This is an optimization exercise on Yosys and OpenROAD, whose aim is small area, a short achievable clock period and few clock cycles per item, not a production implementation. RTL that was checked went through simulation tests only; none was proved equivalent to the original. Power and IR drop assume default switching activity.

==> flow/design.v (excerpt) <==
module MATRIX(CLK, RESET, IN_VALID, IN, OUT_VALID, OUT);
input CLK;
input RESET;
input IN_VALID;
input [3:0] IN;
output reg OUT_VALID;
output [15:0] OUT;
reg [5:0] cnt;
reg [1:0] qa, qb, op;     
reg [2:0] ci, cj;         
reg [3:0] a [0:8];
reg [3:0] b [0:8];
reg [11:0] o;
assign OUT = {{4{o[11]}}, o};
integer n, n1;
always @(posedge CLK) begin
  if (cnt <= 6'd8 && (cnt != 6'd0 || IN_VALID)) begin
    for (n1 = 0; n1 < 8; n1 = n1 + 1) a[n1] <= a[n1+1];
    a[8] <= IN;
  end
  if (cnt >= 6'd9 && cnt <= 6'd17) begin
    for (n1 = 0; n1 < 8; n1 = n1 + 1) b[n1] <= b[n1+1];
    b[8] <= IN;
  end
end
reg f22, outmm, outas, outar, deta, detb;
always @(posedge CLK) begin
  f22 <= cnt == 6'd21;
  outmm <= cnt == 6'd21 || (cnt >= 6'd22 && cnt <= 6'd29 && opc == 2'd2);    
  outas <= cnt >= 6'd22 && cnt <= 6'd29 && !opc[1];                         
  outar <= cnt >= 6'd21 && cnt <= 6'd29;                                    
  deta <= cnt == 6'd8 || cnt == 6'd9 || cnt == 6'd12 || cnt == 6'd13 || cnt == 6'd16 || cnt == 6'd17;
  detb <= cnt == 6'd10 || cnt == 6'd11 || cnt == 6'd14 || cnt == 6'd15 || cnt == 6'd18 || cnt == 6'd19;
end
wire [1:0] opc = (cnt == 6'd22) ? IN[1:0] : op;    
wire isas = f22 ? !IN[1] : outas;                   
  ...
clock: 10.0 ns
lec_check: 0
cap_margin: 20
core_margin: 2
core_utilization: 60
cts_buf_list: sky130_fd_sc_hd__clkbuf_4 sky130_fd_sc_hd__clkbuf_8
setup_slack_margin: 5
slew_margin: 20
standard.sh (not shown) runs the stock make flow with config.mk's settings and CLKGATE_MAP_FILE= SYNTH_SCRIPT=/design/flow/synth_recipe.tcl, a recipe that flattens the netlist after the stock synthesis.
==> flow/flow/run.sh <==
#!/bin/bash
set -euo pipefail
bash standard.sh SETUP_SLACK_MARGIN=7 "BUFFER_PORTS_ARGS=-buffer_cell sky130_fd_sc_hd__buf_2" finish > standard.log 2>&1
The first run went through all stages and came out clean.
Testbench counts at the start, summed over its fixed seeds: cycles 54,008, items 1,600.
Change:
--- a/flow/design.v
+++ b/flow/design.v
@@ -98,17 +98,17 @@
     if ((n / 3 + n % 3) % 3 == 0) Bl0 = Bl0 | ({4{selBL[n]}} & b[n]);
     if ((n / 3 + n % 3) % 3 == 1) Bl1 = Bl1 | ({4{selBL[n]}} & b[n]);
     if ((n / 3 + n % 3) % 3 == 2) Bl2 = Bl2 | ({4{selBL[n]}} & b[n]);
   end
 end
 wire [3:0] Bt0 = ({4{tau[0][0]}} & Bl0) | ({4{tau[0][1]}} & Bl1) | ({4{tau[0][2]}} & Bl2);
 wire [3:0] Bt1 = ({4{tau[1][0]}} & Bl0) | ({4{tau[1][1]}} & Bl1) | ({4{tau[1][2]}} & Bl2);
 wire [3:0] Bt2 = ({4{tau[2][0]}} & Bl0) | ({4{tau[2][1]}} & Bl1) | ({4{tau[2][2]}} & Bl2);
-wire nx0 = cnt == 6'd14, nx1 = cnt == 6'd17, nx2 = cnt == 6'd18;
+wire nx0 = cnt == 6'd14, nx1 = cnt == 6'd17, nx2 = cnt == 6'd18 && !IN[0];
 reg [3:0] X0, Y0, X1, Y1, X1D, X2, Y2;
 wire c_1 = ~(X0[0] & Y0[3]) ^ (X0[1] & Y0[2]) ^ (X0[2] & Y0[1]);
 wire c_2 = (~(X0[0] & Y0[3]) & (X0[1] & Y0[2])) | (~(X0[0] & Y0[3]) & (X0[2] & Y0[1])) | ((X0[1] & Y0[2]) & (X0[2] & Y0[1]));
 wire c_3 = ~(X0[3] & Y0[0]) ^ ~(X1[0] & Y1[3]);
 wire c_4 = ~(X0[3] & Y0[0]) & ~(X1[0] & Y1[3]);
 wire c_5 = ~(X0[1] & Y0[3]) ^ (X0[2] & Y0[2]) ^ ~(X0[3] & Y0[1]);
 wire c_6 = (~(X0[1] & Y0[3]) & (X0[2] & Y0[2])) | (~(X0[1] & Y0[3]) & ~(X0[3] & Y0[1])) | ((X0[2] & Y0[2]) & ~(X0[3] & Y0[1]));
 wire c_7 = ~(X1[1] & Y1[3]) ^ (X1[2] & Y1[2]) ^ ~(X1[3] & Y1[1]);
@@ -218,20 +218,20 @@
 wire c_111 = c_70 ^ c_88 ^ c_89;
 wire c_112 = (c_70 & c_88) | (c_70 & c_89) | (c_88 & c_89);
 wire [11:0] R0 = {c_90,c_110,c_108,c_106,c_104,c_102,c_100,c_98,c_96,c_94,c_92,(X2[0] & Y2[0])};
 wire [11:0] R1 = {c_112,c_111,c_109,c_107,c_105,c_103,c_101,c_99,c_97,c_95,c_93,c_91};
 reg [11:0] R0r, R1r;
 reg dP, keep, invo, oen;
 always @(posedge CLK) begin
   dP <= cnt == 6'd10 || cnt == 6'd11 || cnt == 6'd14 || cnt == 6'd15 || cnt == 6'd18 || cnt == 6'd19;
-  keep <= cnt == 6'd13 || cnt == 6'd16 || cnt == 6'd17 || cnt == 6'd20 || cnt == 6'd21 || cnt == 6'd22;
-  invo <= cnt == 6'd22;
+  keep <= cnt == 6'd13 || cnt == 6'd16 || cnt == 6'd17 || cnt == 6'd20 || cnt == 6'd21;
+  invo <= cnt == 6'd21 && qa[0];
   oen <= cnt == 6'd12 || cnt == 6'd13 || cnt == 6'd16 || cnt == 6'd17 || cnt == 6'd20 || cnt == 6'd21 ||
-         (cnt == 6'd22 && qa[0]) || (cnt >= 6'd23 && cnt <= 6'd31 && op != 2'd3);
+         (cnt >= 6'd23 && cnt <= 6'd31 && op != 2'd3);
 end
 wire [11:0] ob = ((keep ? o : 12'd0) ^ {12{invo}}) | {8'd0, dP, 3'd0};
 wire [11:0] sa = R0r ^ R1r ^ ob;
 wire [11:0] sb = (R0r & R1r) | (R0r & ob) | (R1r & ob);
 wire [11:0] S = sa + {sb[10:0], invo};
 always @(posedge CLK) begin
   X0 <= isas ? 4'd1 : ((At0 ^ {4{nx0}}) | {3'd0, nx2});
   Y0 <= (isas || deta) ? AR : Bt0;
@@ -254,15 +254,15 @@
   end
   R0r <= R0;
   R1r <= R1;
   if (RESET) begin
     cnt <= 6'd0;
     OUT_VALID <= 1'b0;
   end else begin
     if (cnt == 6'd0) cnt <= {5'd0, IN_VALID};
-    else if (cnt == ((op == 2'd3) ? 6'd32 : 6'd33)) cnt <= 6'd0;
+    else if (cnt == ((op == 2'd3) ? 6'd31 : 6'd33)) cnt <= 6'd0;
     else cnt <= cnt + 6'd1;
-    OUT_VALID <= (op == 2'd3 && cnt >= 6'd23 && cnt <= 6'd31) ||
+    OUT_VALID <= (cnt == 6'd22 && IN[1:0] == 2'd3) || (op == 2'd3 && cnt >= 6'd23 && cnt <= 6'd30) ||
                  (op != 2'd3 && cnt >= 6'd24 && cnt <= 6'd32);
   end
 end
 endmodule
After rerunning: Cell area came out higher by about 1.2%; core utilization came out higher by 0.56 points; critical path depth came out higher by 12; die area came out higher by 0.67%; wire length came out higher by about 1.7%; power came out lower by about 2.6%; global-route usage came out higher by 0.38 points; count of clock-buffer cells in the layout came out higher by 1; worst setup slack is worse by 0.086 ns; cell count barely changes.
For the second run of this note, only the layout was checked, not whether the RTL still works.

## port drivers added, routing unchanged
No port has a modelled driver above. Below, the same layouts with a new extraction and two added sets of constraints. Step 1 sets driving cells, clkbuf_16 on the clock port and buf_2 on the other inputs (assumed; they add their load-dependent delay and slew). Step 2 adds t to the input delays and takes it off the output delays; t is the mean of the earliest and latest rising clock arrival at the registers after step 1. Input paths then give back, and output paths get back, about the clock's delay inside the block. a / b / c = ideal / step 1 / step 2; a / b = the first two.
run	t, ns	setup slack, ns	worst setup path at the end	clock arrival spread, ns	cell pins on the clock port's net
the first run	0.486	6.921 / 6.882 / 6.713	input to register	0.014 / 0.014	1
the second run	0.496	6.834 / 6.834 / 6.643	input to register	0.014 / 0.014	1
After both steps every run listed still meets setup and hold. For the first run, which loses most, drivers alone change the setup slack by -0.039 ns; drivers and shift together by -0.208 ns.
